From an optimization exercise on the open Yosys and OpenROAD flow, aimed at small area; shortcuts taken in it are not production practice. The RTL was checked by simulation tests, not by an equivalence proof against the original design. The clock input has no modelled driver; a real chip could not lean on it and would need a root buffer or a full tree.

before:
==> flow/design.v <==
module fa(input a, input b, input ci, output s, output co);
assign s = a ^ b ^ ci;
assign co = (a & b) | (a & ci) | (b & ci);
endmodule
module ha(input a, input b, output s, output co);
assign s = a ^ b;
assign co = a & b;
endmodule
module filter_lut(output [11:0] filtop,
                  input  [7:0]  x,
                  input         clk);
reg  [7:0]  x1;       
reg  [10:0] ra, rb;   
wire [10:0] u;        
always @(posedge clk) begin
  x1 <= x;
  ra <= u;
  rb <= ra;
end
wire c1 = x1 >= 8'd205;   
wire c0 = x  >= 8'd137;   
wire s1, c2;
ha u_s1 (.a(x1[0]), .b(x1[2]), .s(s1), .co(c2));
wire s3, c4;
fa u_s3 (.a(x1[1]), .b(x1[3]), .ci(c2), .s(s3), .co(c4));
wire s5, c6;
ha u_s5 (.a(s3), .b(x[0]), .s(s5), .co(c6));
wire s7, c8;
fa u_s7 (.a(x1[2]), .b(x1[4]), .ci(c4), .s(s7), .co(c8));
wire s9, c10;
fa u_s9 (.a(s7), .b(x[1]), .ci(c6), .s(s9), .co(c10));
wire s11, c12;
fa u_s11 (.a(x1[3]), .b(x1[5]), .ci(c8), .s(s11), .co(c12));
wire s13, c14;
fa u_s13 (.a(s11), .b(x[2]), .ci(c10), .s(s13), .co(c14));
wire s15, c16;
fa u_s15 (.a(x1[4]), .b(x1[6]), .ci(c12), .s(s15), .co(c16));
wire s17, c18;
fa u_s17 (.a(x[3]), .b(s15), .ci(c14), .s(s17), .co(c18));
wire s19, c20;
fa u_s19 (.a(x1[5]), .b(x1[7]), .ci(x[4]), .s(s19), .co(c20));
wire s21, c22;
fa u_s21 (.a(c16), .b(s19), .ci(c18), .s(s21), .co(c22));
wire s23, c24;
fa u_s23 (.a(x1[6]), .b(x[5]), .ci(c20), .s(s23), .co(c24));
wire s25, c26;
ha u_s25 (.a(s23), .b(c22), .s(s25), .co(c26));
wire s27, c28;
fa u_s27 (.a(x1[7]), .b(x[6]), .ci(c24), .s(s27), .co(c28));
wire s29, c30;
ha u_s29 (.a(s27), .b(c26), .s(s29), .co(c30));
wire s31, c32;
fa u_s31 (.a(x[7]), .b(c28), .ci(c30), .s(s31), .co(c32));
wire s33, c34;
ha u_s33 (.a(x1[0]), .b(x[0]), .s(s33), .co(c34));
wire s35, c36;
fa u_s35 (.a(x1[1]), .b(x[1]), .ci(c34), .s(s35), .co(c36));
wire s37, c38;
fa u_s37 (.a(s1), .b(x[2]), .ci(c36), .s(s37), .co(c38));
wire s39, c40;
fa u_s39 (.a(x[3]), .b(s5), .ci(c38), .s(s39), .co(c40));
wire s41, c42;
fa u_s41 (.a(x[4]), .b(s9), .ci(c40), .s(s41), .co(c42));
wire s43, c44;
fa u_s43 (.a(x[5]), .b(s13), .ci(c42), .s(s43), .co(c44));
wire s45, c46;
fa u_s45 (.a(x[6]), .b(s17), .ci(c44), .s(s45), .co(c46));
wire s47, c48;
fa u_s47 (.a(x[7]), .b(s21), .ci(c46), .s(s47), .co(c48));
wire s49, c50;
ha u_s49 (.a(s25), .b(c48), .s(s49), .co(c50));
wire s51, c52;
ha u_s51 (.a(s29), .b(c50), .s(s51), .co(c52));
wire s53 = s31 ^ c52;
wire s54, c55;
ha u_s54 (.a(rb[0]), .b(x[0]), .s(s54), .co(c55));
wire s56, c57;
fa u_s56 (.a(rb[1]), .b(nn1), .ci(x[1]), .s(s56), .co(c57));
wire s58 = ~(c55 ^ s56);
wire c59 = c55 | s56;
wire s60, c61;
fa u_s60 (.a(rb[2]), .b(nn2), .ci(x[2]), .s(s60), .co(c61));
wire s62, c63;
fa u_s62 (.a(c57), .b(s60), .ci(c59), .s(s62), .co(c63));
wire s64, c65;
fa u_s64 (.a(rb[3]), .b(nn3), .ci(x[3]), .s(s64), .co(c65));
wire s66, c67;
fa u_s66 (.a(c61), .b(s64), .ci(c63), .s(s66), .co(c67));
wire s68, c69;
fa u_s68 (.a(rb[4]), .b(x[4]), .ci(nn4), .s(s68), .co(c69));
wire s70, c71;
fa u_s70 (.a(c65), .b(s68), .ci(c67), .s(s70), .co(c71));
wire s72, c73;
fa u_s72 (.a(rb[5]), .b(x[5]), .ci(c69), .s(s72), .co(c73));
wire s74, c75;
fa u_s74 (.a(nn5), .b(s72), .ci(c71), .s(s74), .co(c75));
wire s76, c77;
fa u_s76 (.a(rb[6]), .b(x[6]), .ci(c73), .s(s76), .co(c77));
wire s78, c79;
fa u_s78 (.a(nn6), .b(s76), .ci(c75), .s(s78), .co(c79));
wire s80, c81;
fa u_s80 (.a(rb[7]), .b(x[7]), .ci(c77), .s(s80), .co(c81));
wire s82, c83;
fa u_s82 (.a(nn7), .b(s80), .ci(c79), .s(s82), .co(c83));
wire s84, c85;
fa u_s84 (.a(rb[8]), .b(c81), .ci(nn8), .s(s84), .co(c85));
wire s86, c87;
ha u_s86 (.a(s84), .b(c83), .s(s86), .co(c87));
wire s88, c89;
fa u_s88 (.a(rb[9]), .b(nn9), .ci(c85), .s(s88), .co(c89));
wire s90, c91;
ha u_s90 (.a(s88), .b(c87), .s(s90), .co(c91));
wire s92, c93;
fa u_s92 (.a(rb[10]), .b(nn10), .ci(c89), .s(s92), .co(c93));
wire s94, c95;
ha u_s94 (.a(s92), .b(c91), .s(s94), .co(c95));
wire s96, c97;
fa u_s96 (.a(c1), .b(c0), .ci(nn11), .s(s96), .co(c97));
wire s98, c99;
fa u_s98 (.a(c93), .b(s96), .ci(c95), .s(s98), .co(c99));
wire s100 = nn12 ^ c97 ^ c99;
wire nn1 = ~x1[0];
wire nn2 = ~x1[1];
wire nn3 = ~s1;
wire nn4 = ~s5;
wire nn5 = ~s9;
wire nn6 = ~s13;
wire nn7 = ~s17;
wire nn8 = ~s21;
wire nn9 = ~s25;
wire nn10 = ~s29;
wire nn11 = ~s31;
wire nn12 = ~c32;
assign u = {s53, s51, s49, s47, s45, s43, s41, s39, s37, s35, s33};
wire [10:0] L = {s94, s90, s86, s82, s78, s74, s70, s66, s62, s58, s54};   
wire neg = s100;   
wire [10:0] lor;   
assign lor[0] = L[0];
genvar i;
generate for (i = 1; i < 11; i = i + 1) begin : g_or
  assign lor[i] = lor[i-1] | L[i];
end endgenerate
wire [10:0] mag = L ^ ({lor[9:0], 1'b0} & {11{neg}});
assign filtop = {neg | (~lor[10] & (x != 8'd0)), mag};
endmodule
clock: 10.0 ns
lec_check: 0
cap_margin: 20
core_margin: 2
core_utilization: 40
gpl_timing_driven: 0
slew_margin: 20
synth_hierarchical: 1
synth_minimum_keep_size: 0
standard.sh (not shown) runs the stock make flow with config.mk's settings and CLKGATE_MAP_FILE= SYNTH_SCRIPT=/design/flow/synth_recipe.tcl, a recipe that flattens the netlist after the stock synthesis.
==> flow/flow/run.sh <==
#!/bin/bash
# The standard ORFS layout (standard.sh) with these changes:
#  - the port buffers that buffer_ports puts on every input and output use the
#    smallest buffer cell (buf_1) instead of the delay-buffer cell it picks by
#    default;
#  - the buffers ABC inserted are removed at floorplan (REMOVE_ABC_BUFFERS);
#  - after floorplan, cells that ABC upsized are set back to their smallest
#    drive strength (flow/downsize.tcl); later repair steps size up as needed;
#  - the clock tree (24 flip-flops) is one clkbuf_16 driven by the clock port
#    (flow/onebuf.tcl, after CTS) instead of a root and two leaf buffers.
set -euo pipefail
here=$(pwd)
export BUFFER_PORTS_ARGS="-buffer_cell sky130_fd_sc_hd__buf_1"
export REMOVE_ABC_BUFFERS=1
export POST_FLOORPLAN_TCL="$here/flow/downsize.tcl"
export CTS_ARGS="-sink_clustering_enable -repair_clock_nets -dont_use_dummy_load"
export POST_CTS_TCL="$here/flow/onebuf.tcl"
bash standard.sh > standard.log 2>&1
Other scripts of this flow, unchanged in this note and not shown: flow/flow/downsize.tcl, flow/flow/onebuf.tcl
before finished every step from synthesis to the final layout, and the layout passed the timing, DRC and antenna checks.
Inputs modified between before and after:
diff --git a/flow/config.mk b/flow/config.mk
--- a/flow/config.mk
+++ b/flow/config.mk
@@ -11,2 +11,3 @@
 export GPL_TIMING_DRIVEN = 0
+export SETUP_SLACK_MARGIN = -0.3
 export SLEW_MARGIN = 20
[summary]
- On area overhead of the layout relative to synthesis, the higher figure sits with before, not after.
- Delta (after minus before): routed wire length closely matched the old numbers, share of the clock period used by the worst path after layout increased by 1.3 points relative to the old numbers.

==> afterwards: timing with drivers on the ports <==
Ports are ideal in the flow. The routed layouts listed here were re-timed in OpenROAD.
Step 1 assumes that a clkbuf_16 drives the clock port and a buf_2 every other input.
Step 2 also shifts input and output timing later by t, the mid clock arrival at the registers, as if the neighbouring blocks saw the same clock.
Three values: no drivers, after step 1, after step 2; two values: the first two.
run | t (ns) | slack for setup (ns) | clock arrival spread, ns | worst register clock-pin slew, ns
before | 0.189 | 0.548 / 0.525 / 0.525 | 0.002 / 0.002 | 0.10 / 0.10
after | 0.189 | 0.415 / 0.391 / 0.391 | 0.002 / 0.002 | 0.10 / 0.10
After both steps setup and hold are still met in every run listed. The setup slack of after, which loses most, moves by -0.024 ns with the drivers and by -0.024 ns with both steps.
